This is an optimization exercise on Yosys and OpenROAD, whose aim is small area, not a production implementation.
Where RTL was checked, it was by simulation tests only, not by an equivalence proof against the original.
The RTL of run 1 was laid out without a check of its function.
Power and IR drop assume default switching activity.

File: config.mk
export PLATFORM = sky130hd
export DESIGN_NAME = FinalProject
export DESIGN_NICKNAME = FinalProject
export VERILOG_FILES = /design/flow/design.v
export SDC_FILE = /design/flow/constraint.sdc
export NUM_CORES = 8
export LEC_CHECK = 0
export CAP_MARGIN = 0
export CORE_MARGIN = 2
export CORE_UTILIZATION = 40
export SLEW_MARGIN = 0
File: constraint.sdc
create_clock -name core_clock -period 100.0 [get_ports {clk}]
set_input_delay 20.0000 -clock core_clock [delete_from_list [all_inputs] [get_ports {clk}]]
set_output_delay 20.0000 -clock core_clock [all_outputs]
set_load 0.01 [all_outputs]
File: design.v
module sevenSeg(input [3:0] A, output [0:6] Seg);
  localparam [111:0] TBL = {7'b1111111, 7'b1111111, 7'b1111111, 7'b1111111, 7'b1111111,
                            7'b0000100, 7'b0000100, 7'b0000000, 7'b0001111, 7'b0100000,
                            7'b0100100, 7'b1001100, 7'b0000110, 7'b0010010, 7'b1001111,
                            7'b0000001};
  assign Seg = TBL[A * 7 +: 7];
endmodule
module FinalProject(input [3:0] in, input [1:0] pushButton, input clk, input rst, input onOff,
                    output [0:6] Hex0, Hex1, Hex2, Hex3, Hex4, Hex5, output readyLed);
  localparam [3:0] BL = 4'd15;   
  reg p;
  always @(posedge clk) p <= ~rst & ~p;
  wire [3:0] m1, h1, h2; wire [2:0] m2;
  m_tod u_tod(clk, rst, p, m1, m2, h1, h2);
  wire b0 = ~pushButton[0], b1 = ~pushButton[1];
  reg [1:0] S;                    
  reg [3:0] hv0, hv1, hv2, hv3;   
  reg [11:0] X;                   
  reg [2:0] ith; reg [3:0] itt, itu;    
  reg [2:0] cth; reg [3:0] ctt, ctu;    
  reg NA; reg [3:0] NB; reg [2:0] NC; reg [3:0] ND;   
  reg tc, rdy;
  assign readyLed = rdy;
  wire [3:0] H0, H1, H2; wire [2:0] H3; wire [11:0] Xe;
  m_entry u_entry(X, hv0, hv1, hv2, hv3, onOff, b0, b1, in, H0, H1, H2, H3, Xe);
  wire [2:0] ithn; wire [3:0] ittn, Dn; wire [11:0] Rn, Lk;
  m_norm u_norm(H0, H1, H2, H3, ithn, ittn, Dn, Rn, Lk);
  wire [11:0] sum; wire co;
  m_add u_add(S[1] ? X : Rn, S[1] ? {NA, NB, NC, ND} : Lk, sum, co);
  wire tA = sum[11]; wire [3:0] tB = sum[10:7]; wire [2:0] tC = sum[6:4]; wire [3:0] tD = sum[3:0];
  wire nb = co;
  wire nz0 = ~|ND, nz1 = nz0 & ~|NC, nz2 = nz1 & ~|NB;
  wire [3:0] NDd, NBd; wire [2:0] NCd;
  assign NDd[0] = (~ND[0]);
  assign NDd[1] = (~ND[0] & ND[3]) | (ND[0] & ND[1]) | (~ND[0] & ~ND[1] & ND[2]);
  assign NDd[2] = (~ND[0] & ND[3]) | (ND[0] & ND[2]) | (ND[1] & ND[2]);
  assign NDd[3] = (~ND[0] & ~ND[1] & ~ND[2] & ~ND[3]) | (ND[0] & ND[3]);
  assign NCd[0] = (~NC[0]);
  assign NCd[1] = (NC[0] & NC[1]) | (~NC[0] & NC[2]);
  assign NCd[2] = (~NC[0] & ~NC[1] & ~NC[2]) | (NC[0] & NC[2]);
  assign NBd[0] = (~NB[0]);
  assign NBd[1] = (~NB[0] & NB[3]) | (NB[0] & NB[1]) | (~NB[0] & ~NB[1] & NB[2]);
  assign NBd[2] = (~NB[0] & NB[3]) | (NB[0] & NB[2]) | (NB[1] & NB[2]);
  assign NBd[3] = (~NB[0] & ~NB[1] & ~NB[2] & ~NB[3]) | (NB[0] & NB[3]);
  wire eq = {cth, ctt, ctu} == {ith, itt, itu};
  wire cnt = eq & nb;
  wire tcn = tc | (eq & ~nb);
  wire tdisp = cnt & ~tc;
  wire [2:0] qh; wire [3:0] qt, qu; wire reach, le67, lt2;
  m_temp u_temp(cth, ith, ctt, ctu, itt, itu, tcn, qh, qt, qu, reach, le67, lt2);
  always @(posedge clk)
    if (rst) begin
      S <= 0; hv0 <= BL; hv1 <= BL; hv2 <= BL; hv3 <= BL;
      X <= {4'b0000, 1'b1, 3'd0, 4'd0};
      NA <= 1; NB <= 9; NC <= 5; ND <= 9; cth <= 0; ctt <= 6; ctu <= 5; tc <= 0;
    end else if (p) begin
      if (!onOff) begin
        hv0 <= m1; hv1 <= {1'b0, m2}; hv2 <= h1; hv3 <= h2; S <= 0; X <= Xe;
      end else case (S)
        2'd0: begin
          hv0 <= H0; hv1 <= H1; hv2 <= H2; hv3 <= BL; X <= Xe;
          if (b1) begin ith <= ithn; itt <= ittn; itu <= Dn; S <= 2'd1; end
        end
        2'd1: begin
          hv0 <= H0; hv1 <= H1; hv2 <= H2; hv3 <= {1'b0, H3};
          if (b1) begin X <= sum; S <= 2'd2; end
          else X <= Xe;
        end
        default: begin
          if (tdisp) begin hv0 <= tD; hv1 <= {1'b0, tC}; hv2 <= tB; hv3 <= {3'b0, tA}; end
          else begin hv0 <= ctu; hv1 <= ctt; hv2 <= {1'b0, cth}; hv3 <= BL; end
        end
      endcase
      if (S == 2'd2) begin
        tc <= tcn;
        if (cnt) begin
          ND <= NDd;
          if (nz0) NC <= NCd;
          if (nz1) NB <= NBd;
          if (nz2) NA <= ~NA;
        end
        if (~tcn) begin
          if (~eq) begin
            if (reach) begin cth <= ith; ctt <= itt; ctu <= itu; end
            else begin cth <= qh; ctt <= qt; ctu <= qu; end
          end
        end else begin
          if (le67 & ~lt2) begin cth <= 0; ctt <= 6; ctu <= 5; end
          else if (~le67) begin cth <= qh; ctt <= qt; ctu <= qu; end
        end
      end
    end
  always @(posedge clk)
    if (rst) rdy <= 0;
    else if (!p && S == 2'd2) begin
      if (tcn & ~le67) rdy <= 0;
      else if (eq) rdy <= 1;
    end
  segDC Seg0(hv0, Hex0);
  segDC Seg1(hv1, Hex1);
  segDC Seg2(hv2, Hex2);
  sevenSeg Seg3(hv3, Hex3);
  assign Hex4 = 7'b1111111;
  assign Hex5 = 7'b1111111;
endmodule
module m_tod(input clk, rst, p, output reg [3:0] m1, output reg [2:0] m2, output reg [3:0] h1, h2);
  wire m1e = m1[3] & m1[0];    
  wire m2e = m2[2] & m2[0];    
  wire h1e = h1[3] & h1[0];    
  wire [3:0] m1n = {(m1[3] & ~m1[0]) | (m1[2] & m1[1] & m1[0]), m1[2] ^ (m1[1] & m1[0]),
                    ~m1[3] & (m1[1] ^ m1[0]), ~m1[0]};
  wire [3:0] h1n = {(h1[3] & ~h1[0]) | (h1[2] & h1[1] & h1[0]), h1[2] ^ (h1[1] & h1[0]),
                    ~h1[3] & (h1[1] ^ h1[0]), ~h1[0]};
  wire [2:0] m2n = {(m2[2] & ~m2[0]) | (m2[1] & m2[0]), ~m2[2] & (m2[1] ^ m2[0]), ~m2[0]};
  wire [3:0] h2n = {h2[3] ^ (h2[2] & h2[1] & h2[0]), h2[2] ^ (h2[1] & h2[0]), h2[1] ^ h2[0], ~h2[0]};
  always @(posedge clk)
    if (rst) begin m1 <= 0; m2 <= 0; h1 <= 0; h2 <= 0; end
    else if (!p) begin
      m1 <= m1n;
      if (m1e) begin
        m2 <= m2n;
        if (m2e) begin
          h1 <= h1n;
          if (h1e) h2 <= h2n;
        end
      end
    end
endmodule
module m_entry(input [11:0] X, input [3:0] hv0, hv1, hv2, hv3, input onOff, b0, b1, input [3:0] in, output [3:0] H0, H1, H2, output [2:0] H3, output [11:0] Xe);
  wire [2:0] f3 = {in[2] & (in[1] | in[0]), in[2] ? ~(in[1] ^ in[0]) : in[1], in[2] ^ in[0]};
  wire [2:0] f2 = {in[3] & (in[2] | in[1]), in[3] ? ~(in[2] ^ in[1]) : in[2], in[3] ^ in[1]};
  wire [3:0] fsw = {in[3] & f3[2], in[3] ^ f3[2], f3[1], f3[0]};    
  wire [3:0] val = X[3:0];
  wire [1:0] idx = X[5:4];
  wire tmr = X[6];
  wire z = X[7];
  wire [1:0] ip = X[9:8];
  wire [2:0] hv3z = hv3[3] ? 3'd0 : hv3[2:0];
  assign H0 = (ip == 2'd0) ? val : (z ? 4'd0 : hv0);
  assign H1 = (ip == 2'd1) ? val : (z ? 4'd0 : hv1);
  assign H2 = (ip == 2'd2) ? val : (z ? 4'd0 : hv2);
  assign H3 = (ip == 2'd3) ? val[2:0] : (z ? 3'd0 : hv3z);
  wire t2 = ~tmr & idx[1];               
  wire t3 = tmr & idx[1] & idx[0];       
  wire rs = ~onOff | (t2 & b1);          
  wire adv = b0 & ~t2 & ~t3;
  wire [1:0] idxn = ~onOff ? {1'b0, b0} : (t2 & b1) ? 2'd0 : {idx[1] ^ (adv & idx[0]), idx[0] ^ adv};
  wire tmrn = onOff & (tmr | (t2 & b1));
  wire [3:0] valn = ~onOff ? fsw : t2 ? (b1 ? 4'd0 : {1'b0, f2}) : t3 ? {1'b0, f3} : fsw;
  wire [1:0] ipn = rs ? 2'd0 : idx;
  assign Xe = {ipn, ipn, rs, tmrn, idxn, valn};
endmodule
module m_norm(input [3:0] H0, H1, H2, input [2:0] H3, output [2:0] ithn, output [3:0] ittn, output [3:0] Dn, output [11:0] Rn, output [11:0] Lk);
  wire c0 = H0[3] & H0[1];
  assign Dn = {H0[3] & ~H0[1], H0[2], H0[1] & ~H0[3], H0[0]};
  wire c1, t10, c2;
  wire [2:0] Cdn, An;
  wire [3:0] Bn;
  assign c1 = (H1[1] & H1[2]) | (H1[3]) | (H1[0] & H1[2] & c0);
  assign Cdn[0] = (H1[0] & ~c0) | (~H1[0] & c0);
  assign Cdn[1] = (H1[0] & ~H1[1] & ~H1[2] & ~H1[3] & c0) | (~H1[0] & H1[1] & ~H1[2] & ~H1[3]) | (H1[0] & H1[1] & H1[2] & c0) | (~H1[0] & ~H1[1] & H1[3]) | (H1[0] & H1[3] & ~c0) | (H1[0] & H1[1] & ~H1[2] & ~c0);
  assign Cdn[2] = (~H1[1] & H1[2] & ~c0) | (H1[1] & H1[3]) | (H1[0] & H1[1] & ~H1[2] & c0) | (~H1[0] & ~H1[1] & H1[2]) | (H1[0] & H1[3] & c0);
  assign t10 = (H1[0] & H1[3] & c0) | (H1[1] & H1[3]);
  assign ittn[0] = (H1[0] & ~c0) | (~H1[0] & c0);
  assign ittn[1] = ~((~H1[1] & ~c0) | (H1[3]) | (~H1[0] & ~H1[1]) | (H1[0] & H1[1] & c0));
  assign ittn[2] = (H1[2] & ~c0) | (H1[0] & H1[1] & ~H1[2] & c0) | (~H1[1] & H1[2]) | (~H1[0] & H1[2]);
  assign ittn[3] = (~H1[0] & ~H1[1] & H1[3]) | (H1[0] & H1[1] & H1[2] & c0) | (H1[0] & H1[3] & ~c0);
  assign c2 = (H2[0] & H2[3] & c1) | (H2[1] & H2[3]);
  assign Bn[0] = (H2[0] & ~c1) | (~H2[0] & c1);
  assign Bn[1] = ~((~H2[1] & ~c1) | (H2[3]) | (~H2[0] & ~H2[1]) | (H2[0] & H2[1] & c1));
  assign Bn[2] = (H2[2] & ~c1) | (H2[0] & H2[1] & ~H2[2] & c1) | (~H2[1] & H2[2]) | (~H2[0] & H2[2]);
  assign Bn[3] = (~H2[0] & ~H2[1] & H2[3]) | (H2[0] & H2[1] & H2[2] & c1) | (H2[0] & H2[3] & ~c1);
  assign ithn[0] = (H2[0] & ~t10) | (~H2[0] & t10);
  assign ithn[1] = (H2[1] & ~t10) | (H2[0] & ~H2[1] & t10) | (~H2[0] & H2[1]);
  assign ithn[2] = (H2[2]) | (H2[0] & H2[1] & t10);
  assign An[0] = (H3[0] & ~c2) | (~H3[0] & c2);
  assign An[1] = (H3[1] & ~c2) | (H3[0] & ~H3[1] & c2) | (~H3[0] & H3[1]);
  assign An[2] = (H3[2]) | (H3[0] & H3[1] & c2);
  wire g424, g248, g72, g496;
  assign g424 = ~((~Bn[2] & ~Bn[3]) | (~Bn[1] & Bn[2]) | (~Bn[0] & Bn[1]) | (~Dn[2] & ~Dn[3] & ~Cdn[0] & ~Cdn[1] & ~Cdn[2] & Bn[2]));
  assign g248 = ~((~Bn[2] & ~Bn[3]) | (~Dn[3] & ~Cdn[0] & ~Cdn[1] & ~Cdn[2] & ~Bn[0] & ~Bn[1] & Bn[2]));
  assign g72 = ~((~Cdn[0] & ~Cdn[1] & ~Cdn[2] & ~Bn[1] & ~Bn[2] & ~Bn[3]) | (~Bn[0] & ~Bn[1] & ~Bn[2] & ~Bn[3]) | (~Dn[1] & ~Dn[2] & ~Dn[3] & ~Cdn[1] & ~Cdn[2] & ~Bn[1] & ~Bn[2] & ~Bn[3]));
  assign g496 = (Dn[1] & Dn[2] & Cdn[0] & Bn[3]) | (Dn[3] & Cdn[0] & Bn[3]) | (Cdn[1] & Bn[3]) | (Cdn[2] & Bn[3]) | (Bn[0] & Bn[3]);
  wire [2:0] k;
  assign k[0] = (An[1] & ~An[2] & ~g248) | (~An[0] & An[1] & ~g496) | (An[0] & ~An[1] & ~An[2] & g424) | (An[0] & ~An[1] & An[2] & g72) | (~An[0] & An[1] & ~An[2]);
  assign k[1] = (~An[1] & An[2]) | (~An[0] & An[2] & ~g496) | (An[0] & An[1] & ~An[2] & g248);
  assign k[2] = ~((~An[2]) | (~An[1]) | (~An[0] & ~g496));
  assign Lk[0] = 1'b0;
  assign Lk[1] = (k[0] & ~k[1]) | (~k[0] & k[1]);
  assign Lk[2] = (k[0] & ~k[1]) | (k[2]);
  assign Lk[3] = (k[0] & k[1]);
  assign Lk[4] = (k[0] & ~k[1]) | (~k[0] & k[1]);
  assign Lk[5] = 1'b0;
  assign Lk[6] = ~((~k[0] & ~k[1] & ~k[2]));
  assign Lk[7] = (~k[0] & k[1]) | (k[2]);
  assign Lk[8] = (k[0] & ~k[1]);
  assign Lk[9] = (~k[0] & k[1]);
  assign Lk[10] = (k[0] & k[1]);
  assign Lk[11] = (k[2]);
  assign Rn = {An[0], Bn, Cdn, Dn};
endmodule
module m_add(input [11:0] a, input [11:0] b, output [11:0] s, output co);
  function [4:0] add4(input [3:0] a, input [3:0] b, input ci);
    reg c; integer i;
    begin c = ci;
      for (i = 0; i < 4; i = i + 1) begin add4[i] = a[i] ^ b[i] ^ c; c = (a[i] & b[i]) | (c & (a[i] ^ b[i])); end
      add4[4] = c;
    end
  endfunction
  function [3:0] add3(input [2:0] a, input [2:0] b, input ci);
    reg c; integer i;
    begin c = ci;
      for (i = 0; i < 3; i = i + 1) begin add3[i] = a[i] ^ b[i] ^ c; c = (a[i] & b[i]) | (c & (a[i] ^ b[i])); end
      add3[3] = c;
    end
  endfunction
  wire [4:0] xD = add4(a[3:0], b[3:0], 1'b0);
  wire c1, c2, c3;
  assign c1 = ~((~xD[3] & ~xD[4]) | (~xD[1] & ~xD[2] & xD[3]));
  assign s[0] = (xD[0]);
  assign s[1] = (xD[1] & ~xD[3] & ~xD[4]) | (~xD[1] & xD[2] & xD[3]) | (~xD[1] & xD[4]);
  assign s[2] = (xD[2] & ~xD[3]) | (xD[1] & xD[2]) | (~xD[1] & xD[4]);
  assign s[3] = (~xD[1] & ~xD[2] & xD[3]) | (xD[1] & xD[4]);
  wire [3:0] xC = add3(a[6:4], b[6:4], c1);
  assign c2 = (xC[1] & xC[2]) | (xC[3]);
  assign s[4+0] = (xC[0]);
  assign s[4+1] = (~xC[1] & xC[3]) | (xC[1] & ~xC[2] & ~xC[3]);
  assign s[4+2] = (xC[1] & xC[3]) | (~xC[1] & xC[2]);
  wire [4:0] xB = add4(a[10:7], b[10:7], c2);
  assign c3 = ~((~xB[3] & ~xB[4]) | (~xB[1] & ~xB[2] & xB[3]));
  assign s[7+0] = (xB[0]);
  assign s[7+1] = (xB[1] & ~xB[3] & ~xB[4]) | (~xB[1] & xB[2] & xB[3]) | (~xB[1] & xB[4]);
  assign s[7+2] = (xB[2] & ~xB[3]) | (xB[1] & xB[2]) | (~xB[1] & xB[4]);
  assign s[7+3] = (~xB[1] & ~xB[2] & xB[3]) | (xB[1] & xB[4]);
  assign s[11] = a[11] ^ b[11] ^ c3;
  assign co = (a[11] & b[11]) | (c3 & (a[11] | b[11]));
endmodule
module m_temp(input [2:0] cth, ith, input [3:0] ctt, ctu, itt, itu, input dn,
              output [2:0] qh, output [3:0] qt, qu, output reach, le67, lt2);
  wire cu, ct2;
  assign cu = (ctu[3] & ~dn) | (~ctu[1] & ~ctu[2] & ~ctu[3] & dn);
  assign qu[0] = (ctu[0]);
  assign qu[1] = ~((ctu[1]) | (ctu[3] & ~dn) | (~ctu[2] & ~ctu[3] & dn));
  assign qu[2] = (ctu[1] & ~ctu[2] & ~dn) | (~ctu[1] & ctu[2] & ~dn) | (ctu[1] & ctu[2] & dn) | (ctu[3] & dn);
  assign qu[3] = (~ctu[1] & ~ctu[2] & ~ctu[3] & dn) | (ctu[1] & ctu[2] & ~dn);
  assign ct2 = (~ctt[0] & ~ctt[1] & ~ctt[2] & ~ctt[3] & cu & dn) | (ctt[0] & ctt[3] & cu & ~dn);
  assign qt[0] = (ctt[0] & ~cu) | (~ctt[0] & cu);
  assign qt[1] = (ctt[1] & ~cu) | (ctt[0] & ~ctt[1] & ~ctt[3] & cu & ~dn) | (~ctt[0] & ctt[1] & ~dn) | (ctt[0] & ctt[1] & dn) | (~ctt[0] & ~ctt[1] & ctt[2] & cu & dn) | (~ctt[0] & ctt[3] & cu & dn);
  assign qt[2] = (ctt[2] & ~cu) | (ctt[0] & ctt[1] & ~ctt[2] & cu & ~dn) | (~ctt[0] & ctt[3] & cu & dn) | (~ctt[0] & ctt[2] & ~dn) | (ctt[0] & ctt[2] & dn) | (ctt[0] & ~ctt[1] & ctt[2]) | (~ctt[0] & ctt[1] & ctt[2]);
  assign qt[3] = (ctt[3] & ~cu) | (~ctt[0] & ~ctt[1] & ~ctt[2] & ~ctt[3] & cu & dn) | (ctt[0] & ctt[1] & ctt[2] & cu & ~dn) | (~ctt[0] & ctt[3] & ~dn) | (ctt[0] & ctt[3] & dn);
  assign qh[0] = (cth[0] & ~ct2) | (~cth[0] & ct2);
  assign qh[1] = (cth[1] & ~ct2) | (cth[0] & ~cth[1] & ct2 & ~dn) | (~cth[0] & cth[1] & ~dn) | (~cth[0] & ~cth[1] & ct2 & dn) | (cth[0] & cth[1] & dn);
  assign qh[2] = ~((~cth[2] & ~ct2) | (cth[0] & cth[1] & cth[2] & ct2 & ~dn) | (~cth[0] & ~cth[1] & cth[2] & ct2 & dn) | (~cth[0] & ~cth[2] & ~dn) | (cth[0] & ~cth[1] & ~cth[2]) | (cth[1] & ~cth[2] & dn));
  assign le67 = ~((ctu[3] & ctt[1] & ctt[2]) | (ctt[0] & ctt[1] & ctt[2]) | (ctt[3]) | (cth[0]) | (cth[1]) | (cth[2]));
  assign lt2 = (~ctu[1] & ~ctu[2] & ~ctu[3] & ~ctt[0] & ~ctt[1] & ~ctt[2] & ~ctt[3] & ~cth[0] & ~cth[1] & ~cth[2]);
  wire [10:0] qv = {qh, qt, qu}, iv = {ith, itt, itu};
  reg c; integer i;
  always @* begin
    c = 1'b1;
    for (i = 0; i < 11; i = i + 1) c = (qv[i] & ~iv[i]) | (c & (qv[i] | ~iv[i]));
  end
  assign reach = c;
endmodule
module segDC(input [3:0] A, output [0:6] Seg);
  assign Seg[0] = (A[0] & ~A[1] & ~A[2] & ~A[3]) | (~A[0] & ~A[1] & A[2]) | (A[2] & A[3]);
  assign Seg[1] = ~((~A[2]) | (~A[0] & ~A[1]) | (A[0] & A[1] & ~A[3]));
  assign Seg[2] = (~A[0] & A[1] & ~A[2] & ~A[3]) | (A[2] & A[3]);
  assign Seg[3] = (A[0] & ~A[1] & ~A[2] & ~A[3]) | (~A[0] & ~A[1] & A[2]) | (A[0] & A[1] & A[2]);
  assign Seg[4] = (A[0]) | (~A[1] & A[2]) | (A[1] & A[3]);
  assign Seg[5] = (A[0] & ~A[2] & ~A[3]) | (A[1] & ~A[2] & ~A[3]) | (A[0] & A[1]);
  assign Seg[6] = (~A[1] & ~A[2] & ~A[3]) | (A[0] & A[1] & A[2]);
endmodule
File: flow/run.sh
#!/bin/bash
# Own layout flow: the standard ORFS flow, with
#  - synthesis re-run with an area-oriented ABC script and without Yosys's full-adder extraction
#    (same passes before ABC, so the same registers; their instance names are then set to the
#    standard synthesis's, paired by the net on their Q pin),
#  - port buffers of the smallest buffer cell.
# Every tool's output goes to a log file in this folder.
set -uo pipefail
here=$PWD
R=$here/orfs/results/$FLOW_PLATFORM/FinalProject/base
# 1. standard synthesis (reference for the register names; also the fallback netlist)
bash standard.sh synth > std_synth.log 2>&1 || { echo "standard synthesis failed"; exit 1; }
cp $R/1_2_yosys.v std_1_2_yosys.v
# 2. own synthesis
mkdir -p own
sed -e '/# Technology mapping of adders/,/# Technology mapping of latches/{/# Technology mapping of latches/!d}' \
    -e "s#log_cmd abc {\*}\$abc_args#log_cmd abc -script $here/flow/area.abc {*}\$lib_args {*}\$lib_dont_use_args#" \
    $FLOW_HOME/scripts/synth.tcl > own/synth_core.tcl
sed "s#source \$::env(SCRIPTS_DIR)/synth.tcl#source $here/own/synth_core.tcl#" synth_recipe.tcl > own/synth.tcl
if grep -q "flow/area.abc" own/synth_core.tcl && ! grep -q "extract_fa" own/synth_core.tcl && grep -q "own/synth_core.tcl" own/synth.tcl; then
  make -C $FLOW_HOME DESIGN_CONFIG=$FLOW_CONFIG WORK_HOME=$here/own/orfs CLKGATE_MAP_FILE= \
    SYNTH_SCRIPT=$here/own/synth.tcl $here/own/orfs/results/$FLOW_PLATFORM/FinalProject/base/1_2_yosys.v > own_synth.log 2>&1 \
  && python3 flow/fixnames.py std_1_2_yosys.v own/orfs/results/$FLOW_PLATFORM/FinalProject/base/1_2_yosys.v own_1_2_yosys.v > fixnames.log 2>&1 \
  && { cp own_1_2_yosys.v $R/1_2_yosys.v; rm -f $R/1_synth.odb $R/1_synth.sdc; echo "using own synthesis" >> fixnames.log; } \
  || echo "own synthesis not used" >> fixnames.log
else
  echo "own synthesis script not built; using the standard one" >> fixnames.log
fi
# 3. the rest of the standard flow
export BUFFER_PORTS_ARGS="-buffer_cell sky130_fd_sc_hd__buf_1"
export CTS_ARGS="-sink_clustering_enable -repair_clock_nets -dont_use_dummy_load -buf_list sky130_fd_sc_hd__clkbuf_8"
bash standard.sh finish > std_finish.log 2>&1 || { echo "flow failed"; tail -20 std_finish.log; exit 1; }
ls -l out/ > out.log
File: flow/area.abc
strash
ifraig
scorr
dc2
strash
balance -l
resub -K 6 -l
rewrite -l
resub -K 6 -N 2 -l
refactor -l
resub -K 8 -l
balance -l
resub -K 8 -N 2 -l
rewrite -l
resub -K 10 -l
rewrite -z -l
resub -K 10 -N 2 -l
balance -l
resub -K 12 -l
refactor -z -l
resub -K 12 -N 2 -l
rewrite -z -l
balance -l
dch -f
balance -l
resub -K 6 -l
rewrite -l
resub -K 6 -N 2 -l
refactor -l
resub -K 8 -l
balance -l
resub -K 8 -N 2 -l
rewrite -l
resub -K 10 -l
rewrite -z -l
resub -K 10 -N 2 -l
balance -l
resub -K 12 -l
refactor -z -l
resub -K 12 -N 2 -l
rewrite -z -l
balance -l
dch -f
amap -m -F 4 -A 8
strash
dch -f
amap -m -F 4 -A 8
topo
File: flow/fixnames.py
#!/usr/bin/env python3
"""Give the registers of our own synthesis the instance names the standard synthesis gave them.
usage: fixnames.py STD_NETLIST OWN_NETLIST OUT_NETLIST
Registers are paired by the net on their Q pin. Auto-named objects (_123_) of our netlist are
renamed to _o123_ first, so that the standard names cannot collide with them.
Exits with status 1 if the registers (names, cell types) cannot be paired one to one."""
import re, sys

FF = re.compile(r'^\s*(sky130_fd_sc_hd__\w*df\w*)\s+(\\\S+\s|\S+)\s*\((.*?)\);', re.M | re.S)

def regs(text):
    out = {}
    for m in FF.finditer(text):
        cell, inst, pins = m.group(1), m.group(2).strip(), m.group(3)
        q = re.search(r'\.Q\((.*?)\)\s*(,|$)', pins, re.S)
        if not q:
            sys.exit('no Q pin on ' + inst)
        out[q.group(1).strip()] = (inst, cell)
    return out

std = open(sys.argv[1]).read()
own = open(sys.argv[2]).read()
own = re.sub(r'(?<![\w$\\])_(\d+)_(?![\w$])', r'_o\1_', own)
rs, ro = regs(std), regs(own)
if set(rs) != set(ro):
    sys.exit('register Q nets differ: %s' % sorted(set(rs) ^ set(ro))[:10])
for q, (inst, cell) in rs.items():
    oinst, ocell = ro[q]
    if ocell != cell:
        sys.exit('cell type differs for %s: %s vs %s' % (q, cell, ocell))
    if oinst != inst:
        pat = re.compile(r'(sky130_fd_sc_hd__\w+\s+)' + re.escape(oinst) + (r'(?=\s)' if not oinst.startswith('\\') else r''))
        own, n = pat.subn(lambda m: m.group(1) + inst + (' ' if inst.startswith('\\') and not oinst.startswith('\\') else ''), own, count=1)
        if n != 1:
            sys.exit('could not rename ' + oinst)
# check
r2 = regs(own)
for q, (inst, cell) in rs.items():
    if r2[q] != (inst, cell):
        sys.exit('rename check failed for %s: %s vs %s' % (q, r2[q], (inst, cell)))
open(sys.argv[3], 'w').write(own)
print('registers paired:', len(rs))
File: standard.sh
#!/bin/bash
# synth_recipe.tcl (not shown) runs the flow's synth.tcl, then flattens the netlist and writes it again
# the make line also repeats each setting of config.mk as NAME=value (left out here)
make -C /OpenROAD-flow-scripts/flow DESIGN_CONFIG=/design/flow/config.mk WORK_HOME=/design/flow/orfs CLKGATE_MAP_FILE= SYNTH_SCRIPT=/design/flow/synth_recipe.tcl "${@:-finish}"
==> results of run 1 <==
-- worst max-delay path, cell delays in order, from the launching register on --
cell      delay [ps]
dfxtp_1          400
clkinv_1         190
o22ai_1          290
a21oi_1          110
o21ai_0          220
o21a_1           160
buf_1            140
-- worst min path at each step --
stage	end	cells after the start	start
final	u_tod.h2[3]$_SDFFE_PP0P_	1	u_tod.h2[3]$_SDFFE_PP0P_
after global routing	u_tod.h2[3]$_SDFFE_PP0P_	1	u_tod.h2[3]$_SDFFE_PP0P_
after CTS	u_tod.h2[3]$_SDFFE_PP0P_	1	u_tod.h2[3]$_SDFFE_PP0P_
after detailed placement	u_tod.h2[3]$_SDFFE_PP0P_	1	u_tod.h2[3]$_SDFFE_PP0P_
after global placement	u_tod.h2[3]$_SDFFE_PP0P_	1	u_tod.h2[3]$_SDFFE_PP0P_
after floorplan	u_tod.h2[3]$_SDFFE_PP0P_	1	u_tod.h2[3]$_SDFFE_PP0P_
-- flip-flops by register name (all words and copies together) (netlist names), 3 cells and up, named ones only --
signal / flops
hv1: 4
cth: 3
u_tod.h1: 3
u_tod.m1: 3
hv3: 4
X: 12
hv2: 4
NB: 4
itu: 4
ctt: 4
ND: 4
itt: 4
u_tod.h2: 4
ctu: 4
hv0: 4
ith: 3
-- layout by cell type, fill, tap and decap left out, drive strengths merged, types with 6 or more instances in the layout --
cell and count:
o221ai 23, a21oi 72, a31oi 6, o22a 7, a221oi 7, clkinv 111
nand3 16, edfxtp 11, nand2 56, a22oi 10, conb 14, a21o 7
o211ai 12, nor2 128, o21a 13, clkbuf 10, dfxtp 71, o21ai 102
or2 9, buf 47, nor3 29, o22ai 70
-- routing by layer --
metal	track usage, %	part of all wire [%]	vias up
met5	0	0	-
met4	9.12	2.5	0
met3	2.49	5.6	33
met2	38.2	46	233
met1	32.1	46	2698
li1	-	-	3090
-- metrics by stage --
step                power (mW)  worst slack, ps  hold slack [ps]  instances
finish                  0.0721            78140              454       1041
global placement        0.0533            77890              438       1032
global route            0.0758            77900              474       1041
CTS                     0.0724            78130              458       1041
detailed placement      0.0533            77890              448       1032
floorplan               0.0481            77330              421        822
-- layout make-up --
class	count	area, um^2
multi-input cells	615	3280
inverters	111	417
flip-flops and latches	82	1750
well taps	176	220
fillers	1458	7340
repair buffers	48	223
clock buffers	9	124
-- power groups by stage --
| stage | clock network (mW) | registers, mW | logic [mW] |
|---|---|---|---|
| 3_5_place_dp | 0 | 0.0361 | 0.0172 |
| 5_1_grt | 0.0210 | 0.0355 | 0.0193 |
| 2_1_floorplan | 0 | 0.0360 | 0.0121 |
| 4_1_cts | 0.0198 | 0.0353 | 0.0172 |
| 3_3_place_gp | 0 | 0.0361 | 0.0172 |
| 6_report | 0.0193 | 0.0353 | 0.0175 |
==> results.sh, run 1 <==
export IMPL_status="complete, no violations"
export IMPL_fmax_mhz=45.7
export IMPL_numCtsBuffers=9
export IMPL_grt_max_degree=37
export IMPL_crit_arrival_ps=1860
export IMPL_ir_drop_uv=7.06
export IMPL_end_kind="output port"
export IMPL_htreeDepth=3
export IMPL_power_frac_clock_pct=26.8
export IMPL_p_leak_nw=1.97
export IMPL_timing_rr_end="ctt[0]$_SDFFE_PP0P_"
export IMPL_finalSetupViolations=0
export IMPL_r2r_start="X[8]$_SDFFE_PP0P_"
export IMPL_area_growth_pct=9.28
export IMPL_clkTransAtPathRegs_ps=70
export IMPL_postLayoutCellArea_um2=6010
export IMPL_grt_pass1_vias=5306
export IMPL_synth_avg_cell_area_um2=6.80
export IMPL_initial_utilization_pct=41.2
export IMPL_hold_path_class="flop to flop"
export IMPL_core_rowCount=42
export IMPL_hold_violations=0
export IMPL_nets=876
export IMPL_first_pass_iters=7
export IMPL_synthCells=809
export IMPL_critical_path_class="flop to output port"
export IMPL_startpoint="hv3[1]$_SDFFE_PP1P_"
export IMPL_max_cap_viol_count=0
export IMPL_slew_headroom_pct=56.1
export IMPL_cts_root_buf="clkbuf_8"
export IMPL_slew_violations=0
export IMPL_ys_warn_count=4
export IMPL_antenna_found_initial=0
export IMPL_period_minus_slack_ps=21860
export IMPL_grt_pass1_wl_um=27100
export IMPL_rsz0062_at_grt="false"
export IMPL_drive_above_1_share_pct=2.43
export IMPL_fin_skew_ps=17.0
export IMPL_dpl_hpwl_um=12800
export IMPL_finalSetupTns_ps=0
export IMPL_combPwrFrac_pct=24.2
export IMPL_ioPinCount=52
export IMPL_grt_use_total_pct=23.5
export IMPL_fp_dieH_um=121
export IMPL_postCtsSetupBuffers=0
export IMPL_die_x_um=121
export IMPL_drc=0
export IMPL_cts_repair_resized=0
export IMPL_cts_tree="done"
export IMPL_overflow=0
export IMPL_antenna_left=0
export IMPL_drt_initial_drc_count=609
export IMPL_place_area_um2=5890
export IMPL_p_sw_share_pct=33.5
export IMPL_p_seq_share_pct=49.0
export IMPL_via_per_inst=5.82
export IMPL_core_area_um2=13300
export IMPL_port_buffers=37
export IMPL_power_density_nw_per_um2=12.0
export IMPL_dieArea_um2=14700
export IMPL_timing_final_crit_share_pct=21.9
export IMPL_worst_slew_pin_slew_ps=659
export IMPL_cts_buffer_depth=2
export IMPL_clock_latency_ps=360
export IMPL_reg2reg_depth=67
export IMPL_cts_sinks=82
export IMPL_antennaDiodeCount=0
export IMPL_crit_fanout=6
export IMPL_p_int_mw=0.0479
export IMPL_routabilityCongestion=0.932
export IMPL_cp_endpoint="Hex3[0]"
export IMPL_critPathRequiredTime_ps=80000
export IMPL_wl_per_cell_um=16.4
export IMPL_final_util_pct=45.0
export IMPL_reg2reg_slack_ps=86970
export IMPL_p_sw_mw=0.0242
export IMPL_via_count=6054
export IMPL_wl_um=17100
export IMPL_holdBufCountCts=0
export IMPL_syn_cell_area_um2=5500
export IMPL_cp_start_kind="flop"
==> run 2: changes to the inputs <==
--- a/design.v
+++ b/design.v
@@ -13,20 +13,22 @@
   wire [3:0] m1, h1, h2; wire [2:0] m2;
   m_tod u_tod(clk, rst, p, m1, m2, h1, h2);
   wire b0 = ~pushButton[0], b1 = ~pushButton[1];
-  reg [1:0] S;                    
+  reg s1;                         
   reg [3:0] hv0, hv1, hv2, hv3;   
   reg [11:0] X;                   
   reg [2:0] ith; reg [3:0] itt, itu;    
   reg [2:0] cth; reg [3:0] ctt, ctu;    
   reg NA; reg [3:0] NB; reg [2:0] NC; reg [3:0] ND;   
-  reg tc, rdy;
+  reg rdy;
   assign readyLed = rdy;
   wire [3:0] H0, H1, H2; wire [2:0] H3; wire [11:0] Xe;
+  wire S2 = ~(X[11] & X[10]);
+  wire S0 = ~S2 & ~s1, S1 = ~S2 & s1;
   m_entry u_entry(X, hv0, hv1, hv2, hv3, onOff, b0, b1, in, H0, H1, H2, H3, Xe);
   wire [2:0] ithn; wire [3:0] ittn, Dn; wire [11:0] Rn, Lk;
   m_norm u_norm(H0, H1, H2, H3, ithn, ittn, Dn, Rn, Lk);
   wire [11:0] sum; wire co;
-  m_add u_add(S[1] ? X : Rn, S[1] ? {NA, NB, NC, ND} : Lk, sum, co);
+  m_add u_add(S2 ? X : Rn, S2 ? {NA, NB, NC, ND} : Lk, sum, co);
   wire tA = sum[11]; wire [3:0] tB = sum[10:7]; wire [2:0] tC = sum[6:4]; wire [3:0] tD = sum[3:0];
   wire nb = co;
   wire nz0 = ~|ND, nz1 = nz0 & ~|NC, nz2 = nz1 & ~|NB;
@@ -42,6 +44,7 @@
   assign NBd[1] = (~NB[0] & NB[3]) | (NB[0] & NB[1]) | (~NB[0] & ~NB[1] & NB[2]);
   assign NBd[2] = (~NB[0] & NB[3]) | (NB[0] & NB[2]) | (NB[1] & NB[2]);
   assign NBd[3] = (~NB[0] & ~NB[1] & ~NB[2] & ~NB[3]) | (NB[0] & NB[3]);
+  wire tc = ND[3] & ND[2];
   wire eq = {cth, ctt, ctu} == {ith, itt, itu};
   wire cnt = eq & nb;
   wire tcn = tc | (eq & ~nb);
@@ -50,31 +53,27 @@
   m_temp u_temp(cth, ith, ctt, ctu, itt, itu, tcn, qh, qt, qu, reach, le67, lt2);
   always @(posedge clk)
     if (rst) begin
-      S <= 0; hv0 <= BL; hv1 <= BL; hv2 <= BL; hv3 <= BL;
-      X <= {4'b0000, 1'b1, 3'd0, 4'd0};
-      NA <= 1; NB <= 9; NC <= 5; ND <= 9; cth <= 0; ctt <= 6; ctu <= 5; tc <= 0;
+      s1 <= 0; hv0 <= BL; hv1 <= BL; hv2 <= BL; hv3 <= BL;
+      X <= {2'b11, 2'b00, 1'b1, 3'd0, 4'd0};
+      NA <= 1; NB <= 9; NC <= 5; ND <= 9; cth <= 0; ctt <= 6; ctu <= 5;
     end else if (p) begin
       if (!onOff) begin
-        hv0 <= m1; hv1 <= {1'b0, m2}; hv2 <= h1; hv3 <= h2; S <= 0; X <= Xe;
-      end else case (S)
-        2'd0: begin
+        hv0 <= m1; hv1 <= {1'b0, m2}; hv2 <= h1; hv3 <= h2; s1 <= 0; X <= Xe;
+      end else if (S0) begin
           hv0 <= H0; hv1 <= H1; hv2 <= H2; hv3 <= BL; X <= Xe;
-          if (b1) begin ith <= ithn; itt <= ittn; itu <= Dn; S <= 2'd1; end
-        end
-        2'd1: begin
+          if (b1) begin ith <= ithn; itt <= ittn; itu <= Dn; s1 <= 1; end
+      end else if (S1) begin
           hv0 <= H0; hv1 <= H1; hv2 <= H2; hv3 <= {1'b0, H3};
-          if (b1) begin X <= sum; S <= 2'd2; end
+          if (b1) X <= sum;
           else X <= Xe;
-        end
-        default: begin
+      end else begin
           if (tdisp) begin hv0 <= tD; hv1 <= {1'b0, tC}; hv2 <= tB; hv3 <= {3'b0, tA}; end
           else begin hv0 <= ctu; hv1 <= ctt; hv2 <= {1'b0, cth}; hv3 <= BL; end
-        end
-      endcase
-      if (S == 2'd2) begin
-        tc <= tcn;
+      end
+      if (S2) begin
+        if (tcn) ND <= 4'd12;
+        else if (cnt) ND <= NDd;
         if (cnt) begin
-          ND <= NDd;
           if (nz0) NC <= NCd;
           if (nz1) NB <= NBd;
           if (nz2) NA <= ~NA;
@@ -92,7 +91,7 @@
     end
   always @(posedge clk)
     if (rst) rdy <= 0;
-    else if (!p && S == 2'd2) begin
+    else if (!p && S2) begin
       if (tcn & ~le67) rdy <= 0;
       else if (eq) rdy <= 1;
     end
@@ -148,7 +147,7 @@
   wire tmrn = onOff & (tmr | (t2 & b1));
   wire [3:0] valn = ~onOff ? fsw : t2 ? (b1 ? 4'd0 : {1'b0, f2}) : t3 ? {1'b0, f3} : fsw;
   wire [1:0] ipn = rs ? 2'd0 : idx;
-  assign Xe = {ipn, ipn, rs, tmrn, idxn, valn};
+  assign Xe = {2'b11, ipn, rs, tmrn, idxn, valn};
 endmodule
 module m_norm(input [3:0] H0, H1, H2, input [2:0] H3, output [2:0] ithn, output [3:0] ittn, output [3:0] Dn, output [11:0] Rn, output [11:0] Lk);
   wire c0 = H0[3] & H0[1];
==> run 2 against run 1 <==
Compared with the run above:
- sequential share of layout area is 0.24 points lower
- global-route usage grew 0.92 points
- sequential power up 2%
- register-to-register slack better by 640 ps
- clock skew is 9.2 ps higher
- die area decreased by 0.91%
- critical path type is now input port to flop
- hold slack got worse by 5.1 ps
- critical path depth up 3
- cell area down 1.5%
- largest power group unchanged
- largest cell class unchanged
- clock power is essentially flat
- combinational power is 93% higher
- non-clock buffer count decreased by 5
==> results.sh, run 2 <==
export IMPL_place_area_um2=5800
export IMPL_dpl_hpwl_um=13300
export IMPL_drc=0
export IMPL_period_minus_slack_ps=21830
export IMPL_crit_arrival_ps=22130
export IMPL_initial_utilization_pct=41.0
export IMPL_core_area_um2=13300
export IMPL_max_flop_register="X"
export IMPL_hold_path_class="flop to flop"
export IMPL_worst_slew_pin_slew_ps=1120
export IMPL_slew_headroom_pct=24.7
export IMPL_met3_length_um=1470
export IMPL_syn_cell_area_um2=5450
export IMPL_cp_start_kind="input port"
export IMPL_critical_path_max_stage_delay_ps=550
export IMPL_crit_chain="buf_1 -> clkinv_1 -> nor3_1 -> buf_4 -> nor2_1 -> clkinv_1 -> o21ai_0 -> o21ai_0 -> a21oi_1"
export IMPL_postLayoutCellArea_um2=5920
export IMPL_first_pass_iters=6
export IMPL_via_count=6107
export IMPL_finalSetupTns_ps=0
export IMPL_status="complete, no violations"
export IMPL_port_buffers=37
export IMPL_cts_repair_resized=0
export IMPL_via_per_inst=5.93
export IMPL_wl_um=17600
export IMPL_p_int_mw=0.0522
export IMPL_postCtsSetupBuffers=0
export IMPL_power_density_nw_per_um2=15.1
export IMPL_p_sw_share_pct=41.5
export IMPL_dieArea_um2=14600
export IMPL_wl_per_cell_um=17.1
export IMPL_holdBufCountCts=0
export IMPL_routabilityCongestion=0.978
export IMPL_numCtsBuffers=9
export IMPL_fmax_mhz=45.8
export IMPL_overflow=0
export IMPL_fin_skew_ps=26.2
export IMPL_cts_root_buf="clkbuf_8"
export IMPL_die_x_um=121
export IMPL_grt_use_total_pct=24.4
export IMPL_antenna_found_initial=0
export IMPL_ir_drop_uv=5.71
export IMPL_grt_pass1_wl_um=27800
export IMPL_crit_family="buffers and inverters"
export IMPL_core_rowCount=42
export IMPL_fp_dieH_um=121
export IMPL_synthCells=803
export IMPL_final_cell_mix="clkinv_1 (128), nor2_1 (123), o21ai_0 (100)"
export IMPL_combPwrFrac_pct=37.8
export IMPL_p_sw_mw=0.0370
export IMPL_clock_latency_ps=380
export IMPL_cts_tree="done"
export IMPL_p_leak_nw=1.94
export IMPL_drive_above_1_share_pct=1.87
export IMPL_grt_max_degree=37
export IMPL_nets=865
export IMPL_critPathRequiredTime_ps=100290
export IMPL_top_layer_used="met4"
export IMPL_antenna_left=0
export IMPL_cts_buffer_depth=2
export IMPL_critical_path_class="input port to flop"
export IMPL_finalSetupViolations=0
export IMPL_cts_sinks=80
export IMPL_power_frac_clock_pct=21.8
export IMPL_grt_pass1_vias=5294
export IMPL_ioPinCount=52
export IMPL_antennaDiodeCount=0
export IMPL_drt_met1_wl_um=8040
export IMPL_timing_final_crit_share_pct=21.8
export IMPL_end_kind="flop"
export IMPL_largest_register_ffs=12
export IMPL_drt_initial_drc_count=623
export IMPL_synth_avg_cell_area_um2=6.79
export IMPL_path_buf_inv=4
export IMPL_crit_slowest_cell="nor2_1"
export IMPL_rsz0062_at_grt="false"
export IMPL_slew_violations=0
export IMPL_htreeDepth=3
export IMPL_clkTransAtPathRegs_ps=80
export IMPL_hold_violations=0
export IMPL_final_common_cell="clkinv_1"
export IMPL_wl_met2_um=7700
export IMPL_p_seq_share_pct=40.4
export IMPL_area_growth_pct=8.68
export IMPL_max_cap_viol_count=0
export IMPL_ys_warn_count=4
export IMPL_crit_fanout=14
[run 2: area by class of cell]
| cell class | count | area [um^2] |
|---|---|---|
| multi-input combinational | 594 | 3200 |
| fill | 1437 | 7370 |
| tap | 176 | 220 |
| sequential | 80 | 1710 |
| inverter | 128 | 480 |
| clock buffer | 9 | 124 |
| timing repair buffer | 43 | 185 |
[run 2: through the flow]
stage | setup slack (ps) | std cells | hold WS [ps] | power [mW] | util [%]
2_1_floorplan | 77930 | 816 | 421 | 0.0595 | -
3_3_place_gp | 77930 | 1021 | 430 | 0.0697 | 43.6
3_5_place_dp | 77890 | 1021 | 442 | 0.0694 | 43.6
4_1_cts | 78250 | 1030 | 453 | 0.0887 | 44.5
5_1_grt | 77980 | 1030 | 483 | 0.0946 | 44.5
6_report | 78170 | 1030 | 449 | 0.0893 | 44.5
[run 2: worst paths after layout]
kind	end	cells past startpoint	startpoint	slack (ps)
worst max-delay path	X[3]$_SDFFE_PP0P_	9	onOff	78170
worst min-delay path	u_tod.h2[3]$_SDFFE_PP0P_	1	u_tod.h2[3]$_SDFFE_PP0P_	450
worst max register to register	ctu[2]$_SDFFE_PP1P_	67	X[8]$_SDFFE_PP0P_	87610
worst min register to register	u_tod.h2[3]$_SDFFE_PP0P_	1	u_tod.h2[3]$_SDFFE_PP0P_	450
[run 2: power by group through the flow]
stage / combinational (mW) / sequential, mW / clock (mW)
6_report: 0.0338 / 0.0360 / 0.0195
5_1_grt: 0.0371 / 0.0363 / 0.0212
4_1_cts: 0.0329 / 0.0360 / 0.0198
3_5_place_dp: 0.0327 / 0.0367 / 0
3_3_place_gp: 0.0329 / 0.0368 / 0
2_1_floorplan: 0.0233 / 0.0361 / 0
[run 2: metal layers]
layer  GRT usage [%]  vias to the layer above
met4            7.85                        0
met5               0                        -
li1                -                     3046
met3            6.65                       30
met1            33.7                     2763
met2            37.0                      268
==> run 3: changes to the inputs <==
==> flow/run.sh (replaced) <==
#!/bin/bash
# Own layout flow: the standard ORFS flow, with
#  - synthesis re-run with area-oriented ABC scripts (the smallest result is kept) and without
#    Yosys's full-adder extraction: the same passes before ABC, so the same registers; their
#    instance names are then set to the standard synthesis's, paired by the net on their Q pin,
#  - constant outputs driven by tie cells of their own instead of buffers of one tie cell,
#  - port buffers of the smallest buffer cell, and a clock tree without dummy loads.
# Every tool's output goes to a log file in this folder.
set -uo pipefail
here=$PWD
P=$FLOW_PLATFORM
R=$here/orfs/results/$P/FinalProject/base
# 1. standard synthesis (reference for the register names; also the fallback netlist)
bash standard.sh synth > std_synth.log 2>&1 || { echo "standard synthesis failed"; exit 1; }
cp $R/1_2_yosys.v std_1_2_yosys.v
# 2. own synthesis, one run per ABC script
mkdir -p own
sed -e '/# Technology mapping of adders/,/# Technology mapping of latches/{/# Technology mapping of latches/!d}' \
    -e 's#log_cmd abc {\*}\$abc_args#log_cmd abc -script $::env(OWN_ABC_SCRIPT) {*}$lib_args {*}$lib_dont_use_args#' \
    $FLOW_HOME/scripts/synth.tcl > own/synth_core.tcl
sed "s#source \$::env(SCRIPTS_DIR)/synth.tcl#source $here/own/synth_core.tcl#" synth_recipe.tcl > own/synth.tcl
best=""; best_area=""
if grep -q "OWN_ABC_SCRIPT" own/synth_core.tcl && ! grep -q "extract_fa" own/synth_core.tcl && grep -q "own/synth_core.tcl" own/synth.tcl; then
  for s in flow/abc_*.script; do
    n=$(basename $s .script)
    OWN_ABC_SCRIPT=$here/$s make -C $FLOW_HOME DESIGN_CONFIG=$FLOW_CONFIG WORK_HOME=$here/own/$n CLKGATE_MAP_FILE= \
      SYNTH_SCRIPT=$here/own/synth.tcl $here/own/$n/results/$P/FinalProject/base/1_2_yosys.v > own_synth_$n.log 2>&1 &
  done
  wait
  for s in flow/abc_*.script; do
    n=$(basename $s .script)
    v=own/$n/results/$P/FinalProject/base/1_2_yosys.v
    a=$(grep -o "Chip area for module .*: [0-9.]*" own/$n/reports/$P/FinalProject/base/synth_stat.txt 2>/dev/null | awk '{print $NF}')
    [ -f "$v" ] && [ -n "$a" ] || continue
    python3 flow/fixnames.py std_1_2_yosys.v $v own_$n.v > fixnames_$n.log 2>&1 || continue
    echo "$n $a" >> own_areas.log
    if [ -z "$best" ] || awk "BEGIN{exit !($a < $best_area)}"; then best=$n; best_area=$a; fi
  done
fi
if [ -n "$best" ]; then
  python3 flow/tiefix.py own_$best.v own_1_2_yosys.v > tiefix.log 2>&1 || cp own_$best.v own_1_2_yosys.v
  cp own_1_2_yosys.v $R/1_2_yosys.v; rm -f $R/1_synth.odb $R/1_synth.sdc
  echo "using own synthesis $best ($best_area)" >> own_areas.log
else
  echo "own synthesis not used" >> own_areas.log
fi
# 3. the rest of the standard flow
export BUFFER_PORTS_ARGS="-buffer_cell sky130_fd_sc_hd__buf_1"
export CTS_ARGS="-sink_clustering_enable -repair_clock_nets -dont_use_dummy_load -buf_list sky130_fd_sc_hd__clkbuf_8"
bash standard.sh finish > std_finish.log 2>&1 || { echo "flow failed"; tail -20 std_finish.log; exit 1; }
ls -l out/ > out.log
==> flow/abc_a.script (new file) <==
strash
ifraig
scorr
dc2
strash
balance -l
resub -K 6 -l
rewrite -l
resub -K 6 -N 2 -l
refactor -l
resub -K 8 -l
balance -l
resub -K 8 -N 2 -l
rewrite -l
resub -K 10 -l
rewrite -z -l
resub -K 10 -N 2 -l
balance -l
resub -K 12 -l
refactor -z -l
resub -K 12 -N 2 -l
rewrite -z -l
balance -l
dch -f
balance -l
resub -K 6 -l
rewrite -l
resub -K 6 -N 2 -l
refactor -l
resub -K 8 -l
balance -l
resub -K 8 -N 2 -l
rewrite -l
resub -K 10 -l
rewrite -z -l
resub -K 10 -N 2 -l
balance -l
resub -K 12 -l
refactor -z -l
resub -K 12 -N 2 -l
rewrite -z -l
balance -l
dch -f
amap -m -F 4 -A 8
strash
dch -f
amap -m -F 4 -A 8
topo
==> flow/abc_b.script (new file) <==
strash
ifraig
scorr
dc2
strash
balance -l
resub -K 6 -l
rewrite -l
resub -K 6 -N 2 -l
refactor -l
resub -K 8 -l
balance -l
resub -K 8 -N 2 -l
rewrite -l
resub -K 10 -l
rewrite -z -l
resub -K 10 -N 2 -l
balance -l
resub -K 12 -l
refactor -z -l
resub -K 12 -N 2 -l
rewrite -z -l
balance -l
dch -f
balance -l
resub -K 6 -l
rewrite -l
resub -K 6 -N 2 -l
refactor -l
resub -K 8 -l
balance -l
resub -K 8 -N 2 -l
rewrite -l
resub -K 10 -l
rewrite -z -l
resub -K 10 -N 2 -l
balance -l
resub -K 12 -l
refactor -z -l
resub -K 12 -N 2 -l
rewrite -z -l
balance -l
dch -f
amap -m -F 4 -A 8
strash
dch -f
amap -m -F 4 -A 8
strash
dch -f
amap -m -F 4 -A 8
topo
==> flow/abc_c.script (new file) <==
strash
ifraig
scorr
dc2
strash
balance -l
resub -K 6 -l
rewrite -l
resub -K 6 -N 2 -l
refactor -l
resub -K 8 -l
balance -l
resub -K 8 -N 2 -l
rewrite -l
resub -K 10 -l
rewrite -z -l
resub -K 10 -N 2 -l
balance -l
resub -K 12 -l
refactor -z -l
resub -K 12 -N 2 -l
rewrite -z -l
balance -l
dch -f
balance -l
resub -K 6 -l
rewrite -l
resub -K 6 -N 2 -l
refactor -l
resub -K 8 -l
balance -l
resub -K 8 -N 2 -l
rewrite -l
resub -K 10 -l
rewrite -z -l
resub -K 10 -N 2 -l
balance -l
resub -K 12 -l
refactor -z -l
resub -K 12 -N 2 -l
rewrite -z -l
balance -l
dch -f
amap -m -F 4 -A 8
topo
==> flow/tiefix.py (new file) <==
#!/usr/bin/env python3
"""Replace buffers that only pass a tie cell's constant to an output by tie cells of their own.
usage: tiefix.py IN_NETLIST OUT_NETLIST"""
import re, sys
txt = open(sys.argv[1]).read()
CELL = re.compile(r'^(\s*)(sky130_fd_sc_hd__\w+)\s+(\\\S+\s|\S+)\s*\((.*?)\);\n', re.M | re.S)
cells = [(m.start(), m.end(), m.group(2), m.group(3).strip(), dict((p, n.strip()) for p, n in re.findall(r'\.(\w+)\((.*?)\)\s*(?=,|$)', m.group(4), re.S))) for m in CELL.finditer(txt)]
const = {}
for s, e, typ, inst, pins in cells:
    if typ == 'sky130_fd_sc_hd__conb_1':
        for p in ('HI', 'LO'):
            if p in pins and pins[p]: const[pins[p]] = (p, inst)
repl = {}
n = 0
for s, e, typ, inst, pins in cells:
    if re.match(r'sky130_fd_sc_hd__(buf|clkbuf)_\d+$', typ) and pins.get('A') in const:
        pol, _ = const[pins['A']]
        repl[(s, e)] = '  sky130_fd_sc_hd__conb_1 tiefix_%d (\n    .%s(%s)\n  );\n' % (n, pol, pins['X'])
        n += 1
# drop tie cells whose outputs no longer have loads
out = []
last = 0
for s, e, typ, inst, pins in cells:
    out.append(txt[last:s])
    out.append(repl.get((s, e), txt[s:e]))
    last = e
out.append(txt[last:])
txt2 = ''.join(out)
for net, (pol, inst) in const.items():
    uses = len(re.findall(r'\(\s*' + re.escape(net) + r'\s*\)', txt2))
    if uses == 1:   # only the tie cell's own pin
        txt2 = re.sub(r'^\s*sky130_fd_sc_hd__conb_1\s+' + re.escape(inst) + r'\s*\(.*?\);\n', '', txt2, flags=re.M | re.S)
open(sys.argv[2], 'w').write(txt2)
print('buffers replaced by tie cells:', n)
--- a/config.mk
+++ b/config.mk
@@ -8,4 +8,5 @@
 export CAP_MARGIN = 0
 export CORE_MARGIN = 2
 export CORE_UTILIZATION = 40
+export GPL_TIMING_DRIVEN = 0
 export SLEW_MARGIN = 0
removed: flow/area.abc
==> run 3 against run 2 <==
Compared with the run above:
- flip-flop and latch count unchanged
- maximum frequency down 1.8%
- sequential share of layout area up 0.15 points
- hold slack better by 1.3 ps
- routed wire length up 5.2%
- cell area down 0.53%
- register-to-register slack worse by 1200 ps
- sequential power about the same
- area after synthesis down 1.1%
- clock power about the same
- non-clock buffer count down 5
- core utilization up 0.12 points
==> results.sh, run 3 <==
export IMPL_syn_cell_area_um2=5390
export IMPL_clock_latency_ps=380
export IMPL_post_place_ws_ps=77420
export IMPL_clkTransAtPathRegs_ps=80
export IMPL_slew_violations=0
export IMPL_ioPinCount=52
export IMPL_largest_register_ffs=12
export IMPL_p_int_mw=0.0519
export IMPL_ir_drop_uv=7.56
export IMPL_antennaDiodeCount=0
export IMPL_initial_utilization_pct=40.8
export IMPL_crit_fanout=12
export IMPL_finalSetupViolations=0
export IMPL_area_growth_pct=9.34
export IMPL_antenna_left=0
export IMPL_fp_dieH_um=120
export IMPL_via_count=6236
export IMPL_final_common_cell="clkinv_1"
export IMPL_routabilityCongestion=1.03
export IMPL_drive_above_1_share_pct=1.54
export IMPL_via_per_inst=6.13
export IMPL_power_frac_clock_pct=22.0
export IMPL_htreeDepth=3
export IMPL_synth_avg_cell_area_um2=6.78
export IMPL_p_sw_mw=0.0364
export IMPL_worst_slew_pin_slew_ps=1200
export IMPL_overflow=0
export IMPL_drt_initial_drc_count=543
export IMPL_first_pass_iters=6
export IMPL_period_minus_slack_ps=22240
export IMPL_final_cell_mix="clkinv_1 (124), nor2_1 (121), o21ai_0 (102)"
export IMPL_die_x_um=120
export IMPL_cts_repair_resized=0
export IMPL_cts_tree="done"
export IMPL_fmax_mhz=45.0
export IMPL_holdBufCountCts=0
export IMPL_wl_per_cell_um=18.2
export IMPL_max_cap_viol_count=0
export IMPL_p_sw_share_pct=41.3
export IMPL_fin_ws_ps=77760
export IMPL_dpl_hpwl_um=13900
export IMPL_synthCells=795
export IMPL_rsz0062_at_grt="false"
export IMPL_p_seq_share_pct=40.8
export IMPL_cts_sinks=80
export IMPL_power_density_nw_per_um2=15.0
export IMPL_timing_final_crit_share_pct=22.2
export IMPL_combPwrFrac_pct=37.2
export IMPL_max_flop_register="X"
export IMPL_grt_pass1_wl_um=29700
export IMPL_port_buffers=37
export IMPL_cts_buffer_depth=2
export IMPL_status="complete, no violations"
export IMPL_antenna_found_initial=0
export IMPL_crit_arrival_ps=22230
export IMPL_fillCellCount=1400
export IMPL_postCtsSetupBuffers=0
export IMPL_grt_use_total_pct=26.4
export IMPL_end_kind="flop"
export IMPL_hold_path_class="flop to flop"
export IMPL_nets=853
export IMPL_ys_warn_count=4
export IMPL_grt_max_degree=39
export IMPL_fin_skew_ps=26.4
export IMPL_slew_headroom_pct=19.6
export IMPL_finalSetupTns_ps=0
export IMPL_cp_start_kind="input port"
export IMPL_grt_pass1_vias=5694
export IMPL_drc=0
export IMPL_core_area_um2=13200
export IMPL_cts_root_buf="clkbuf_8"
export IMPL_p_leak_nw=1.90
export IMPL_wl_um=18500
export IMPL_dieArea_um2=14400
export IMPL_core_rowCount=42
export IMPL_critPathRequiredTime_ps=99990
export IMPL_numCtsBuffers=9
export IMPL_hold_violations=0
export IMPL_critical_path_class="input port to flop"
run 3: final cells by class:
cell class	count	area [um^2]	share of cell area [%]
multi-input combinational	591	3220	54.6
tap	176	220	3.74
sequential	80	1710	29.1
clock buffer	9	124	2.10
timing repair buffer	38	151	2.57
inverter	124	465	7.90
run 3: power groups by stage:
stage	Clock, mW	Sequential, mW	Combinational (mW)
after floorplan	0	0.0361	0.0225
after global placement	0	0.0367	0.0312
after detailed placement	0	0.0368	0.0319
after CTS	0.0199	0.0360	0.0320
after global routing	0.0211	0.0363	0.0364
final	0.0194	0.0361	0.0329
run 3: worst max-delay path, cell delays in order:
cell and delay, ps:
buf_1 250, clkinv_1 360, nor3_2 500, buf_6 240
a21oi_1 80, nor3_1 240, and3_1 550
run 3: worst paths after layout:
kind	from	endpoint	slack, ps	cells past startpoint
worst max-delay path	onOff	itt[0]$_DFFE_PP_	77760	7
worst min-delay path	u_tod.h2[3]$_SDFFE_PP0P_	u_tod.h2[3]$_SDFFE_PP0P_	450	1
worst max register to register	X[9]$_SDFFE_PP0P_	ctt[1]$_SDFFE_PP1P_	86440	66
worst min register to register	u_tod.h2[3]$_SDFFE_PP0P_	u_tod.h2[3]$_SDFFE_PP0P_	450	1
run 3: metrics by stage:
stage	power (mW)	std cells	util [%]	hold slack [ps]	area (um^2)
2_1_floorplan	0.0586	795	-	421	5390
3_3_place_gp	0.0679	1008	43.6	441	5750
3_5_place_dp	0.0686	1009	43.7	443	5770
4_1_cts	0.0880	1018	44.7	456	5890
5_1_grt	0.0938	1018	44.7	488	5890
6_report	0.0883	1018	44.7	451	5890
run 3: routing by layer:
metal / up-vias / share of wire [%] / track usage, %
li1: 3034 / - / -
met1: 2904 / 45 / 35.3
met2: 255 / 46 / 42.0
met3: 43 / 6.4 / 3.37
met4: 0 / 2.9 / 12.4
met5: - / 0 / 0
==> run 4: changes to the inputs <==
--- a/flow/run.sh
+++ b/flow/run.sh
@@ -47,5 +47,6 @@
 # 3. the rest of the standard flow
 export BUFFER_PORTS_ARGS="-buffer_cell sky130_fd_sc_hd__buf_1"
 export CTS_ARGS="-sink_clustering_enable -repair_clock_nets -dont_use_dummy_load -buf_list sky130_fd_sc_hd__clkbuf_8"
+[ -f flow/cts_args.txt ] && export CTS_ARGS="$(cat flow/cts_args.txt)"
 bash standard.sh finish > std_finish.log 2>&1 || { echo "flow failed"; tail -20 std_finish.log; exit 1; }
 ls -l out/ > out.log
==> flow/abc_I1.script (new file) <==
strash
ifraig
scorr
dc2
strash
balance -l
resub -K 6 -l
rewrite -l
resub -K 6 -N 2 -l
refactor -l
resub -K 8 -l
balance -l
resub -K 8 -N 2 -l
rewrite -l
resub -K 10 -l
rewrite -z -l
resub -K 10 -N 2 -l
balance -l
resub -K 12 -l
refactor -z -l
resub -K 12 -N 2 -l
rewrite -z -l
balance -l
dch -f
balance -l
resub -K 6 -l
rewrite -l
resub -K 6 -N 2 -l
refactor -l
resub -K 8 -l
balance -l
resub -K 8 -N 2 -l
rewrite -l
resub -K 10 -l
rewrite -z -l
resub -K 10 -N 2 -l
balance -l
resub -K 12 -l
refactor -z -l
resub -K 12 -N 2 -l
rewrite -z -l
balance -l
dch -f
amap -m -F 4 -A 8
strash
dch -f
amap -m -F 4 -A 8
strash
dch -f
amap -m -F 4 -A 8
topo
==> flow/abc_J1.script (new file) <==
strash
ifraig
scorr
dc2
strash
balance -l
resub -K 6 -l
rewrite -l
resub -K 6 -N 2 -l
refactor -l
resub -K 8 -l
balance -l
resub -K 8 -N 2 -l
rewrite -l
resub -K 10 -l
rewrite -z -l
resub -K 10 -N 2 -l
balance -l
resub -K 12 -l
refactor -z -l
resub -K 12 -N 2 -l
rewrite -z -l
balance -l
dch -f
balance -l
resub -K 6 -l
rewrite -l
resub -K 6 -N 2 -l
refactor -l
resub -K 8 -l
balance -l
resub -K 8 -N 2 -l
rewrite -l
resub -K 10 -l
rewrite -z -l
resub -K 10 -N 2 -l
balance -l
resub -K 12 -l
refactor -z -l
resub -K 12 -N 2 -l
rewrite -z -l
balance -l
dch -f
amap -m -F 4 -A 8
strash
dch -f
amap -m -F 4 -A 8
strash
dch
amap -m -F 4 -A 8
topo
==> flow/cts_args.txt (new file) <==
-sink_clustering_enable -dont_use_dummy_load -root_buf sky130_fd_sc_hd__clkbuf_8 -buf_list sky130_fd_sc_hd__clkbuf_4
--- a/config.mk
+++ b/config.mk
@@ -7,6 +7,7 @@
 export LEC_CHECK = 0
 export CAP_MARGIN = 0
 export CORE_MARGIN = 2
-export CORE_UTILIZATION = 40
+export CORE_UTILIZATION = 70
 export GPL_TIMING_DRIVEN = 0
+export PLACE_DENSITY = 0.85
 export SLEW_MARGIN = 0
removed: flow/abc_a.script
removed: flow/abc_b.script
removed: flow/abc_c.script
==> run 4 against run 3 <==
Compared with the run above:
- core utilization grew 34 points
- critical endpoint is now X[4]$_SDFFE_PP0P_
- non-clock buffer count did not move
- die area fell by 42%
- area after synthesis decreased by 0.53%
- synthesized cell count is 0.50% lower
- flip-flop and latch count unchanged
- clock power barely moved
==> results.sh, run 4 <==
export IMPL_status="complete, no violations"
export IMPL_max_cap_viol_count=0
export IMPL_port_buffers=37
export IMPL_hold_violations=0
export IMPL_fmax_mhz=44.9
export IMPL_hold_path_class="flop to flop"
export IMPL_finalSetupViolations=0
export IMPL_antennaDiodeCount=0
export IMPL_synthCells=791
export IMPL_r2r_start="X[9]$_SDFFE_PP0P_"
export IMPL_cts_root_buf="clkbuf_8"
export IMPL_fp_dieH_um=91.5
export IMPL_via_count=6581
export IMPL_wl_per_cell_um=18.8
export IMPL_initial_utilization_pct=73.1
export IMPL_dieArea_um2=8370
export IMPL_overflow=0
export IMPL_power_density_nw_per_um2=15.3
export IMPL_routabilityCongestion=1.12
export IMPL_wl_um=17600
export IMPL_cts_buffer_depth=2
export IMPL_cp_start_kind="input port"
export IMPL_synth_avg_cell_area_um2=6.77
export IMPL_finalSetupTns_ps=0
export IMPL_cts_tree="done"
export IMPL_cts_sinks=80
export IMPL_final_util_pct=78.6
export IMPL_period_minus_slack_ps=22270
export IMPL_drive_above_1_share_pct=1.55
export IMPL_fin_skew_ps=16.9
export IMPL_slew_headroom_pct=16.2
export IMPL_clock_latency_ps=350
export IMPL_holdBufCountCts=0
export IMPL_fillCellCount=565
export IMPL_postCtsSetupBuffers=0
export IMPL_core_rowCount=31
export IMPL_worst_slew_pin_slew_ps=1250
export IMPL_startpoint="onOff"
export IMPL_final_common_cell="nor2_1"
export IMPL_via_per_inst=7.02
export IMPL_p_leak_nw=1.94
export IMPL_grt_use_total_pct=42.2
export IMPL_timing_rr_end="ctu[2]$_SDFFE_PP1P_"
export IMPL_clkTransAtPathRegs_ps=90
export IMPL_max_flop_register="X"
export IMPL_ir_drop_uv=12.2
export IMPL_drt_initial_drc_count=945
export IMPL_grt_pass1_wl_um=28500
export IMPL_first_pass_iters=9
export IMPL_nets=849
export IMPL_timing_final_crit_share_pct=22.3
export IMPL_cts_repair_resized=0
export IMPL_reg2reg_slack_ps=86610
export IMPL_slew_violations=0
export IMPL_multi_input_area_um2=3210
export IMPL_regArea_um2=1710
export IMPL_critical_path_class="input port to flop"
export IMPL_antenna_left=0
export IMPL_rsz0062_at_grt="false"
export IMPL_drc=0
export IMPL_core_area_um2=7330
export IMPL_antenna_found_initial=0
export IMPL_grt_pass1_vias=6016
export IMPL_crit_fanout=15
export IMPL_ys_warn_count=4
export IMPL_syn_cell_area_um2=5360
export IMPL_critPathRequiredTime_ps=100260
export IMPL_ioPinCount=52
export IMPL_final_cell_mix="nor2_1 (122), clkinv_1 (119), o21ai_0 (101)"
export IMPL_area_growth_pct=7.59
export IMPL_htreeDepth=3
export IMPL_grt_max_degree=38
export IMPL_crit_arrival_ps=22540
export IMPL_end_kind="flop"
export IMPL_cp_endpoint="X[4]$_SDFFE_PP0P_"
export IMPL_dpl_hpwl_um=13000
export IMPL_numCtsBuffers=9
export IMPL_reg2reg_depth=68
export IMPL_die_x_um=91.5
export IMPL_largest_register_ffs=12
## run 4: cell types whose count changed in the layout (fill, tap and decap cells not counted), sizes merged, moves of 4 or more
cell and change:
nand2 +7, a21oi -5, clkinv -5, o21a -4, o22ai +4
## run 4: layout make-up
type                            count  share of cell area [%]
Sequential cell                    80                    29.7
Timing Repair Buffer               38                    2.63
Clock buffer                        9                    2.15
Inverter                          119                    7.75
Tap cell                           99                    2.15
Multi-Input combinational cell    592                    55.6
## run 4: how the worst min path moves through the flow
stage	startpoint	to	slack, ps	cells past startpoint
after floorplan	u_tod.h2[3]$_SDFFE_PP0P_	u_tod.h2[3]$_SDFFE_PP0P_	420	1
after global placement	u_tod.h2[3]$_SDFFE_PP0P_	u_tod.h2[3]$_SDFFE_PP0P_	430	1
after detailed placement	u_tod.h2[3]$_SDFFE_PP0P_	u_tod.h2[3]$_SDFFE_PP0P_	460	1
after CTS	u_tod.h2[3]$_SDFFE_PP0P_	u_tod.h2[3]$_SDFFE_PP0P_	480	1
after global routing	NA$_SDFFE_PP1P_	NA$_SDFFE_PP1P_	510	2
final	u_tod.h2[3]$_SDFFE_PP0P_	u_tod.h2[3]$_SDFFE_PP0P_	480	1
## run 4: routing by layer
layer | track usage (%) | vias to the layer above | wire [um]
li1 | - | 3008 | -
met3 | 8.13 | 131 | 2490
met4 | 21.7 | 0 | 1110
met5 | 0 | - | 0
met1 | 53.0 | 2880 | 6410
met2 | 68.8 | 562 | 7640
## run 4: power breakdown
part / internal, mW / switching (mW)
combinational: 0.00964 / 0.0233
sequential: 0.0342 / 0.00191
clock: 0.00808 / 0.0111
total: 0.0519 / 0.0362
## run 4: critical path, cell delays in order
cell	delay (ps)
buf_1	310
nor2_1	380
nor2_1	870
clkinv_1	480
o21ai_0	210
o21ai_0	110
a21oi_1	170
## run 4: through the flow
stage / hold slack (ps) / std cells / setup WS [ps] / area (um^2) / total power [mW]
6_report: 482 / 937 / 77730 / 5770 / 0.0881
2_1_floorplan: 421 / 791 / 77730 / 5360 / 0.0585
3_5_place_dp: 462 / 928 / 77520 / 5640 / 0.0677
4_1_cts: 476 / 937 / 77880 / 5770 / 0.0862
5_1_grt: 513 / 937 / 77580 / 5770 / 0.0915
3_3_place_gp: 433 / 927 / 76080 / 5620 / 0.0661

Check on run 4: ideal ports give 77.725 ns setup slack; a clkbuf_16 on the clock port and buf_2 on the inputs give 77.734 ns; moving port delays by the midpoint clock arrival (0.373 ns) as well gives 77.361 ns.
